Context: an optimization exercise on an open-source flow, tuned for small area. The choices shown serve that exercise and are no tape-out recipe. RTL that was checked went through simulation tests only; none was proved equivalent to the original. Power is estimated from default activity; no workload was simulated.

==> module ICMP, before the edit <==
module ICMP(readmode,sendmode,hardreset,inputdata,typeoficmpin,codein,restofheaderin,clock,outputmessage,outputvalid,restofheaderout,typeoficmpout,codeout);
input hardreset;
input [31:0] inputdata;
input [31:0] restofheaderin;
input [7:0] typeoficmpin;
input [7:0] codein;
input clock;
input readmode;
input sendmode;
output [31:0] outputmessage;
output outputvalid;
output reg [31:0] restofheaderout;
output reg [7:0] typeoficmpout;
output reg [7:0] codeout;
reg [3:0] cnt;
reg ms, mr;
reg [15:0] h0, h1, h2, h3, h4;
reg [15:0] l1, l2, l3, l4;
reg [15:0] lo;
wire idle   = (cnt == 4'd0);
wire s_e1   = ms & (cnt == 4'd1);
wire rot    = ms & (cnt >= 4'd4);
wire first  = ms & (cnt == 4'd5);
wire swin   = ms & (idle | (cnt >= 4'd9));
wire rwin   = mr & (idle | (cnt >= 4'd5));
wire lwin   = ms & (cnt == 4'd9);
wire l4win  = (ms & (idle | (cnt >= 4'd10))) | rwin;
always @(posedge clock) begin
  if (hardreset) begin
    cnt <= 4'd0;
    ms <= 1'b0;
    mr <= 1'b0;
  end else if (idle) begin
    mr <= readmode;
    ms <= sendmode & ~readmode;
    cnt <= {3'b000, readmode | sendmode};
  end else if ((ms & (cnt == 4'd12)) | (mr & (cnt == 4'd6))) begin
    cnt <= 4'd0;
  end else begin
    cnt <= cnt + 4'd1;
  end
end
wire [15:0] acc_op = first ? h4 : lo;
wire [15:0] sum = acc_op + h0 + l1 + 16'd2;
always @(posedge clock) begin
  h4 <= rot ? h0 : inputdata[31:16];
  h3 <= s_e1 ? restofheaderin[31:16] : h4;
  h2 <= s_e1 ? {typeoficmpin, codein} : h3;
  h1 <= h2;
  h0 <= h1;
  l1 <= rot ? l2 : inputdata[15:0];
  l2 <= l3;
  l3 <= l4;
  l4 <= s_e1 ? restofheaderin[15:0] : l1;
  lo <= sum;
end
always @(posedge clock) begin
  if (hardreset) begin
    restofheaderout <= 32'd0;
    typeoficmpout <= 8'd0;
    codeout <= 8'd0;
  end else begin
    if (mr & (cnt == 4'd2)) begin
      typeoficmpout <= h4[15:8];
      codeout <= h4[7:0];
    end
    if (mr & (cnt == 4'd3))
      restofheaderout <= {h4, l1};
  end
end
assign outputvalid = swin;
assign outputmessage = {({16{swin}} & h0) | ({16{rwin}} & h3),
                        ({16{lwin}} & lo) | ({16{l4win}} & l4)};
endmodule
export LEC_CHECK = 0
export CAP_MARGIN = 20
export CORE_MARGIN = 2
export CORE_UTILIZATION = 40
export SLEW_MARGIN = 20
create_clock -name core_clock -period 5.0 [get_ports {clock}]
standard.sh (not shown) runs the stock make flow with config.mk's settings and CLKGATE_MAP_FILE= SYNTH_SCRIPT=/design/flow/synth_recipe.tcl, a recipe that flattens the netlist after the stock synthesis.
==> flow/flow/run.sh <==
#!/bin/bash
# Layout: the standard flow (standard.sh) with these changes:
#  - synthesis is ORFS's synth.tcl run through synth_recipe.tcl as standard.sh
#    does, except that ABC maps the logic with flow/area.abc (area mapping)
#    instead of ORFS's speed script; registers are mapped before ABC runs, so
#    they are the standard synthesis's
#  - the port buffers buffer_ports inserts are buf_1 cells
#  - CTS uses clkbuf_8 with smaller sink clusters and inserts no dummy loads
# make's full output goes to standard.log in the work folder; ORFS's per-step
# logs stay under orfs/logs.
set -euo pipefail
W=$(pwd)
export BUFFER_PORTS_ARGS="-buffer_cell sky130_fd_sc_hd__buf_1"
export CTS_ARGS="-sink_clustering_enable -repair_clock_nets -dont_use_dummy_load -buf_list sky130_fd_sc_hd__clkbuf_8 -sink_clustering_size 18 -sink_clustering_max_diameter 60"
awk -v s="$W/flow/area.abc" '{print} /source .*synth_preamble.tcl/ {print "set abc_args [lreplace $abc_args 1 1 " s "]"}' \
  "$FLOW_HOME/scripts/synth.tcl" > "$W/flow_synth.tcl"
grep -q "lreplace" "$W/flow_synth.tcl"
sed "s#source \$::env(SCRIPTS_DIR)/synth.tcl#source $W/flow_synth.tcl#" "$W/synth_recipe.tcl" > "$W/flow_synth_recipe.tcl"
grep -q "flow_synth.tcl" "$W/flow_synth_recipe.tcl"
sed "s#SYNTH_SCRIPT=$W/synth_recipe.tcl#SYNTH_SCRIPT=$W/flow_synth_recipe.tcl#" "$W/standard.sh" > "$W/flow_standard.sh"
grep -q "flow_synth_recipe.tcl" "$W/flow_standard.sh"
bash "$W/flow_standard.sh" > standard.log 2>&1
==> flow/flow/area.abc <==
strash
dc2
dc2
dch -f
amap
Next try:
--- a/flow/design.v
+++ b/flow/design.v
@@ -21,7 +21,7 @@
 wire idle   = (cnt == 4'd0);
 wire s_e1   = ms & (cnt == 4'd1);
 wire rot    = ms & (cnt >= 4'd4);
-wire first  = ms & (cnt == 4'd5);
+wire hsel   = (cnt <= 4'd5);
 wire swin   = ms & (idle | (cnt >= 4'd9));
 wire rwin   = mr & (idle | (cnt >= 4'd5));
 wire lwin   = ms & (cnt == 4'd9);
@@ -41,15 +41,18 @@
     cnt <= cnt + 4'd1;
   end
 end
-wire [15:0] acc_op = first ? h4 : lo;
-wire [15:0] sum = acc_op + h0 + l1 + 16'd2;
+wire [15:0] h4_d = rot ? h0 : inputdata[31:16];
+wire [15:0] l1_d = rot ? l2 : inputdata[15:0];
+wire [15:0] acc_op = s_e1 ? l1_d : lo;
+wire [15:0] add_op = hsel ? h4_d : l1_d;
+wire [15:0] sum = acc_op + add_op + 16'd1;
 always @(posedge clock) begin
-  h4 <= rot ? h0 : inputdata[31:16];
+  h4 <= h4_d;
   h3 <= s_e1 ? restofheaderin[31:16] : h4;
   h2 <= s_e1 ? {typeoficmpin, codein} : h3;
   h1 <= h2;
   h0 <= h1;
-  l1 <= rot ? l2 : inputdata[15:0];
+  l1 <= l1_d;
   l2 <= l3;
   l3 <= l4;
   l4 <= s_e1 ? restofheaderin[15:0] : l1;
Result: First-iteration DRC count grows by about 17%. Non-clock buffer count came out higher by 4. Clock power fell by about 0.5%. Wire length climbs by about 8%. Fmax barely changes.
No functional check of the RTL was part of the first run of this note.

* * *

rev 12:
The RTL this note starts from:
==> flow/design.v <==
`timescale 1ns / 1ps
module ICMP(readmode,sendmode,hardreset,inputdata,typeoficmpin,codein,restofheaderin,clock,outputmessage,outputvalid,restofheaderout,typeoficmpout,codeout);
input hardreset;
input [31:0] inputdata;
input [31:0] restofheaderin;
input [7:0] typeoficmpin;
input [7:0] codein;
input clock;
input readmode;
input sendmode;
output [31:0] outputmessage;
output outputvalid;
output reg [31:0] restofheaderout;
output reg [7:0] typeoficmpout;
output reg [7:0] codeout;
reg [3:0] cnt;
reg ms, mr;
reg [15:0] h0, h1, h2, h3, h4;
reg [15:0] l1;
reg [15:0] l2_n, l3_n, l4_n;    
wire [15:0] l2 = ~l2_n;
wire [15:0] l3 = ~l3_n;
reg [15:0] lo_n;    
wire [15:0] l4 = ~l4_n;
wire [15:0] lo = ~lo_n;
wire idle   = (cnt == 4'd0);
wire s_e1   = ms & (cnt == 4'd1);
wire rot    = ms & (cnt >= 4'd4);
wire hsel   = (cnt <= 4'd5);
wire swin   = ms & (idle | (cnt >= 4'd9));
wire rwin   = mr & (idle | (cnt >= 4'd5));
wire lwin   = ms & (cnt == 4'd9);
wire l4win  = (ms & (idle | (cnt >= 4'd10))) | rwin;
always @(posedge clock) begin
  if (hardreset) begin
    cnt <= 4'd0;
    ms <= 1'b0;
    mr <= 1'b0;
  end else if (idle) begin
    mr <= readmode;
    ms <= sendmode & ~readmode;
    cnt <= {3'b000, readmode | sendmode};
  end else if ((ms & (cnt == 4'd12)) | (mr & (cnt == 4'd6))) begin
    cnt <= 4'd0;
  end else begin
    cnt <= cnt + 4'd1;
  end
end
wire [15:0] h4_d = rot ? h0 : inputdata[31:16];
wire [15:0] l1_d = rot ? l2 : inputdata[15:0];
wire [15:0] acc_op = s_e1 ? l1_d : lo;
wire [15:0] add_op = hsel ? h4_d : l1_d;
wire [15:0] sum = acc_op + add_op + 16'd1;
always @(posedge clock) begin
  h4 <= h4_d;
  h3 <= s_e1 ? restofheaderin[31:16] : h4;
  h2 <= s_e1 ? {typeoficmpin, codein} : h3;
  h1 <= h2;
  h0 <= h1;
  l1 <= l1_d;
  l2_n <= l3_n;
  l3_n <= l4_n;
  l4_n <= ~(s_e1 ? restofheaderin[15:0] : l1);
  lo_n <= ~sum;
end
always @(posedge clock) begin
  if (hardreset) begin
    restofheaderout <= 32'd0;
    typeoficmpout <= 8'd0;
    codeout <= 8'd0;
  end else begin
    if (mr & (cnt == 4'd2)) begin
      typeoficmpout <= h4[15:8];
      codeout <= h4[7:0];
    end
    if (mr & (cnt == 4'd3))
      restofheaderout <= {h4, l1};
  end
end
assign outputvalid = swin;
assign outputmessage = {({16{swin}} & h0) | ({16{rwin}} & h3),
                        ({16{lwin}} & lo) | ({16{l4win}} & l4)};
endmodule
clock: 5.0 ns
lec_check: 0
cap_margin: 20
core_margin: 2
core_utilization: 60
slew_margin: 20
Scripts as last shown in full above: flow/flow/run.sh, flow/flow/area.abc
The following lists how rev 13 was set up differently from rev 12:
diff --git a/flow/design.v b/flow/design.v
--- a/flow/design.v
+++ b/flow/design.v
@@ -16,13 +16,8 @@
 reg [3:0] cnt;
 reg ms, mr;
 reg [15:0] h0, h1, h2, h3, h4;
-reg [15:0] l1;
-reg [15:0] l2_n, l3_n, l4_n;    
-wire [15:0] l2 = ~l2_n;
-wire [15:0] l3 = ~l3_n;
-reg [15:0] lo_n;    
-wire [15:0] l4 = ~l4_n;
-wire [15:0] lo = ~lo_n;
+reg [15:0] l1, l2, l3, l4;
+reg [15:0] lo;
 wire idle   = (cnt == 4'd0);
 wire s_e1   = ms & (cnt == 4'd1);
 wire rot    = ms & (cnt >= 4'd4);
@@ -58,10 +53,10 @@
   h1 <= h2;
   h0 <= h1;
   l1 <= l1_d;
-  l2_n <= l3_n;
-  l3_n <= l4_n;
-  l4_n <= ~(s_e1 ? restofheaderin[15:0] : l1);
-  lo_n <= ~sum;
+  l2 <= l3;
+  l3 <= l4;
+  l4 <= s_e1 ? restofheaderin[15:0] : l1;
+  lo <= sum;
 end
 always @(posedge clock) begin
   if (hardreset) begin
==> summary.txt <==
Of rev 12 and rev 13, the run reporting the lower final hold slack was rev 13. Relative to rev 12, the number of nets in the synthesized netlist of rev 13 is higher by 17. The worst setup slack of rev 13 exceeds that of rev 12 by 0.25 ns. A slowest stage cell on the critical path of dfxtp_2 is what rev 13 shows, while dfxtp_1 belongs to rev 12. After detailed routing, rev 12 needs less wire than rev 13. Taking rev 12 as the reference, in rev 13 final cell count up 15; post-route total power up 3.0%; relative contribution of combinational cells to total power up 2.2 points. Diff rev 12 -> rev 13: number of non-clock buffers now sits lower; placed instance count saw an increase.

* * *

RTL: the design.v shown in full above, as it stands there.
==> flow/config.mk <==
export PLATFORM = sky130hd
export DESIGN_NAME = ICMP
export DESIGN_NICKNAME = ICMP
export VERILOG_FILES = /design/flow/design.v
export SDC_FILE = /design/flow/constraint.sdc
export NUM_CORES = 4
export LEC_CHECK = 0
export CAP_MARGIN = 20
export CORE_MARGIN = 2
export CORE_UTILIZATION = 70
export PLACE_DENSITY = 0.8
export SLEW_MARGIN = 20
==> flow/constraint.sdc <==
create_clock -name core_clock -period 5.0 [get_ports {clock}]
set_input_delay 1.0000 -clock core_clock [delete_from_list [all_inputs] [get_ports {clock}]]
set_output_delay 1.0000 -clock core_clock [all_outputs]
set_load 0.01 [all_outputs]
==> flow/flow/run.sh <==
#!/bin/bash
# Layout: the standard flow (standard.sh) with these changes:
#  - synthesis is ORFS's synth.tcl run through synth_recipe.tcl as standard.sh
#    does, except that ABC maps the logic with flow/area.abc (area mapping)
#    instead of ORFS's speed script; registers are mapped before ABC runs, so
#    they are the standard synthesis's
#  - the port buffers buffer_ports inserts are buf_1 cells
#  - CTS uses clkbuf_8 with smaller sink clusters and inserts no dummy loads
# make's full output goes to standard.log in the work folder; ORFS's per-step
# logs stay under orfs/logs.
set -euo pipefail
W=$(pwd)
export BUFFER_PORTS_ARGS="-buffer_cell sky130_fd_sc_hd__buf_1"
export REMOVE_ABC_BUFFERS=1
export CTS_ARGS="-sink_clustering_enable -repair_clock_nets -dont_use_dummy_load -buf_list sky130_fd_sc_hd__clkbuf_8 -sink_clustering_size 18 -sink_clustering_max_diameter 60"
awk -v s="$W/flow/area.abc" '{print} /source .*synth_preamble.tcl/ {print "set abc_args [lreplace $abc_args 1 1 " s "]"}' \
  "$FLOW_HOME/scripts/synth.tcl" > "$W/flow_synth.tcl"
grep -q "lreplace" "$W/flow_synth.tcl"
sed "s#source \$::env(SCRIPTS_DIR)/synth.tcl#source $W/flow_synth.tcl#" "$W/synth_recipe.tcl" > "$W/flow_synth_recipe.tcl"
grep -q "flow_synth.tcl" "$W/flow_synth_recipe.tcl"
sed "s#SYNTH_SCRIPT=$W/synth_recipe.tcl#SYNTH_SCRIPT=$W/flow_synth_recipe.tcl#" "$W/standard.sh" > "$W/flow_standard.sh"
grep -q "flow_synth_recipe.tcl" "$W/flow_standard.sh"
bash "$W/flow_standard.sh" > standard.log 2>&1
Scripts as last shown in full above: flow/flow/area.abc
The first run went through all stages and came out clean.
Rerun with:
--- a/flow/design.v
+++ b/flow/design.v
@@ -14,6 +14,8 @@
 output reg [7:0] typeoficmpout;
 output reg [7:0] codeout;
-reg [3:0] cnt;
-reg ms, mr;
+reg [4:0] st;
+wire ms = ~st[4];
+wire mr = st[4];
+wire [3:0] cnt = st[3:0];
 reg [15:0] h0, h1, h2, h3, h4;
 reg [15:0] l1;
@@ -24,26 +26,19 @@
 wire [15:0] l4 = ~l4_n;
 wire [15:0] lo = ~lo_n;
-wire idle   = (cnt == 4'd0);
-wire s_e1   = ms & (cnt == 4'd1);
+wire idle   = (st == 5'd0) | (st == 5'd13) | (st == 5'd23);
+wire s_e1   = (st == 5'd1);
 wire rot    = ms & (cnt >= 4'd4);
 wire hsel   = (cnt <= 4'd5);
-wire swin   = ms & (idle | (cnt >= 4'd9));
-wire rwin   = mr & (idle | (cnt >= 4'd5));
-wire lwin   = ms & (cnt == 4'd9);
-wire l4win  = (ms & (idle | (cnt >= 4'd10))) | rwin;
+wire swin   = ms & (cnt >= 4'd9);
+wire rwin   = mr & (cnt >= 4'd5);
+wire lwin   = (st == 5'd9);
+wire l4win  = (ms & (cnt >= 4'd10)) | rwin;
 always @(posedge clock) begin
-  if (hardreset) begin
-    cnt <= 4'd0;
-    ms <= 1'b0;
-    mr <= 1'b0;
-  end else if (idle) begin
-    mr <= readmode;
-    ms <= sendmode & ~readmode;
-    cnt <= {3'b000, readmode | sendmode};
-  end else if ((ms & (cnt == 4'd12)) | (mr & (cnt == 4'd6))) begin
-    cnt <= 4'd0;
-  end else begin
-    cnt <= cnt + 4'd1;
-  end
+  if (hardreset)
+    st <= 5'd0;
+  else if (idle)
+    st <= readmode ? 5'd17 : (sendmode ? 5'd1 : 5'd0);
+  else
+    st <= st + 5'd1;
 end
 wire [15:0] h4_d = rot ? h0 : inputdata[31:16];
After rerunning: Worst setup slack barely changes; die area fell by 0.56%; routed wire length hardly moves; via count fell by 1.3%; clock skew rose by 51 ps; maximum frequency stays flat; non-clock buffer count fell by 3; core utilization fell by 0.35 points; sequential power rose by about 10%.

* * *

Starts from the design.v that is shown in full above.
clock: 5.0 ns
lec_check: 0
cap_margin: 20
core_margin: 2
core_utilization: 70
place_density: 0.8
slew_margin: 20
==> flow/flow/run.sh <==
#!/bin/bash
# Layout: the standard flow (standard.sh) with these changes:
#  - synthesis is ORFS's synth.tcl run through synth_recipe.tcl as standard.sh
#    does, except that ABC maps the logic with flow/area.abc (area mapping)
#    instead of ORFS's speed script; registers are mapped before ABC runs, so
#    they are the standard synthesis's
#  - the port buffers buffer_ports inserts are buf_1 cells
#  - CTS uses clkbuf_8 with smaller sink clusters and inserts no dummy loads
# make's full output goes to standard.log in the work folder; ORFS's per-step
# logs stay under orfs/logs.
set -euo pipefail
W=$(pwd)
export BUFFER_PORTS_ARGS="-buffer_cell sky130_fd_sc_hd__buf_1"
export CTS_ARGS="-sink_clustering_enable -repair_clock_nets -dont_use_dummy_load -buf_list sky130_fd_sc_hd__clkbuf_8 -sink_clustering_size 18 -sink_clustering_max_diameter 60"
awk -v s="$W/flow/area.abc" '{print} /source .*synth_preamble.tcl/ {print "set abc_args [lreplace $abc_args 1 1 " s "]"}' \
  "$FLOW_HOME/scripts/synth.tcl" > "$W/flow_synth.tcl"
grep -q "lreplace" "$W/flow_synth.tcl"
sed "s#source \$::env(SCRIPTS_DIR)/synth.tcl#source $W/flow_synth.tcl#" "$W/synth_recipe.tcl" > "$W/flow_synth_recipe.tcl"
grep -q "flow_synth.tcl" "$W/flow_synth_recipe.tcl"
sed "s#SYNTH_SCRIPT=$W/synth_recipe.tcl#SYNTH_SCRIPT=$W/flow_synth_recipe.tcl#" "$W/standard.sh" > "$W/flow_standard.sh"
grep -q "flow_synth_recipe.tcl" "$W/flow_standard.sh"
bash "$W/flow_standard.sh" > standard.log 2>&1
Scripts as last shown in full above: flow/flow/area.abc
Then changed:
==> flow/design.v (replaced) <==
`timescale 1ns / 1ps
module ICMP(readmode,sendmode,hardreset,inputdata,typeoficmpin,codein,restofheaderin,clock,outputmessage,outputvalid,restofheaderout,typeoficmpout,codeout);
input hardreset;
input [31:0] inputdata;
input [31:0] restofheaderin;
input [7:0] typeoficmpin;
input [7:0] codein;
input clock;
input readmode;
input sendmode;
output [31:0] outputmessage;
output outputvalid;
output reg [31:0] restofheaderout;
output reg [7:0] typeoficmpout;
output reg [7:0] codeout;
reg [4:0] st;
wire ms = ~st[4];
wire mr = st[4];
wire [3:0] cnt = st[3:0];
reg [15:0] h0, h1, h2, h3, h4;
reg [15:0] l1;
reg [15:0] l2_n, l3_n, l4_n;    
wire [15:0] l2 = ~l2_n;
wire [15:0] l3 = ~l3_n;
reg [15:0] lo_n;    
wire [15:0] l4 = ~l4_n;
wire [15:0] lo = ~lo_n;
wire idle   = (st == 5'd0) | (st == 5'd13) | (st == 5'd23);
wire sel_h3 = (st == 5'd1);
wire sel_l4 = (cnt == 4'd1);
wire sel_h2 = (st <= 5'd1);
wire sel_a  = (cnt <= 4'd1);
wire rot_h  = ms & (cnt >= 4'd4) & (cnt <= 4'd8);
wire rot_l  = ms & (cnt >= 4'd4);
wire hsel   = (cnt <= 4'd5);
wire swin   = ms & (cnt >= 4'd9);
wire rwin   = mr & (cnt >= 4'd5);
wire lwin   = (st == 5'd9);
wire l4win  = (ms & (cnt >= 4'd10)) | rwin;
always @(posedge clock) begin
  if (hardreset)
    st <= 5'd0;
  else if (idle)
    st <= readmode ? 5'd17 : (sendmode ? 5'd1 : 5'd0);
  else
    st <= st + 5'd1;
end
wire [15:0] h4_d = rot_h ? h0 : inputdata[31:16];
wire [15:0] l1_d = rot_l ? l2 : inputdata[15:0];
wire [15:0] acc_op = sel_a ? l1_d : lo;
wire [15:0] add_op = hsel ? h4_d : l1_d;
wire [15:0] sum = acc_op + add_op + 16'd1;
always @(posedge clock) begin
  h4 <= h4_d;
  h3 <= sel_h3 ? restofheaderin[31:16] : h4;
  h2 <= sel_h2 ? {typeoficmpin, codein} : h3;
  h1 <= h2;
  h0 <= h1;
  l1 <= l1_d;
  l2_n <= l3_n;
  l3_n <= l4_n;
  l4_n <= ~(sel_l4 ? restofheaderin[15:0] : l1);
  lo_n <= ~sum;
end
always @(posedge clock) begin
  if (hardreset) begin
    restofheaderout <= 32'd0;
    typeoficmpout <= 8'd0;
    codeout <= 8'd0;
  end else begin
    if (mr & (cnt == 4'd2)) begin
      typeoficmpout <= h4[15:8];
      codeout <= h4[7:0];
    end
    if (mr & (cnt == 4'd3))
      restofheaderout <= {h4, l1};
  end
end
assign outputvalid = swin;
assign outputmessage = {({16{swin}} & h0) | ({16{rwin}} & h3),
                        ({16{lwin}} & lo) | ({16{l4win}} & l4)};
endmodule
Result: Clock-buffer cell count does not change; setup slack got worse by 0.073 ns; synthesized area stays flat; clock power shrinks by about 2%; via count grows by about 1.1%; total power grows by about 22%; sequential share of layout area shrinks by 0.48 points.
For the second run of this note, only the layout was checked, not whether the RTL still works.

## port drivers added, routing unchanged
In the flow no input, the clock included, has a driving cell. The finished layouts below were timed again as built, in two steps. Step 1 (the two cells are an assumption about what drives the block):
set clk [get_ports {clock}]
set_driving_cell -lib_cell sky130_fd_sc_hd__clkbuf_16 $clk
set_driving_cell -lib_cell sky130_fd_sc_hd__buf_2 [delete_from_list [all_inputs] $clk]
Step 2 also shifts input and output timing later by t, the mid clock arrival at the registers, as if the neighbouring blocks saw the same clock. a / b / c = ideal / step 1 / step 2; a / b = the first two.
run | t, ns | slack for setup (ns) | worst slew at a driven data input, ns
the first run of note 1 | 0.532 | 0.496 / 0.496 / 0.496 | 0.04
the second run of note 1 | 0.522 | 0.485 / 0.485 / 0.461 | 0.05
rev 12 | 0.507 | 0.349 / 0.349 / 0.349 | 0.05
rev 13 | 0.518 | 0.595 / 0.595 / 0.532 | 0.06
the first run of note 3 | 0.509 | 0.379 / 0.379 / 0.335 | 0.06
the second run of note 3 | 0.510 | 0.377 / 0.377 / 0.253 | 0.06
the first run of note 4 | 0.517 | 0.443 / 0.443 / 0.421 | 0.06
the second run of note 4 | 0.514 | 0.370 / 0.370 / 0.248 | 0.06
After both steps setup and hold are still met in every run listed. The setup slack of the second run of note 3, which loses most, moves by 0.000 ns with the drivers and by -0.124 ns with both steps.
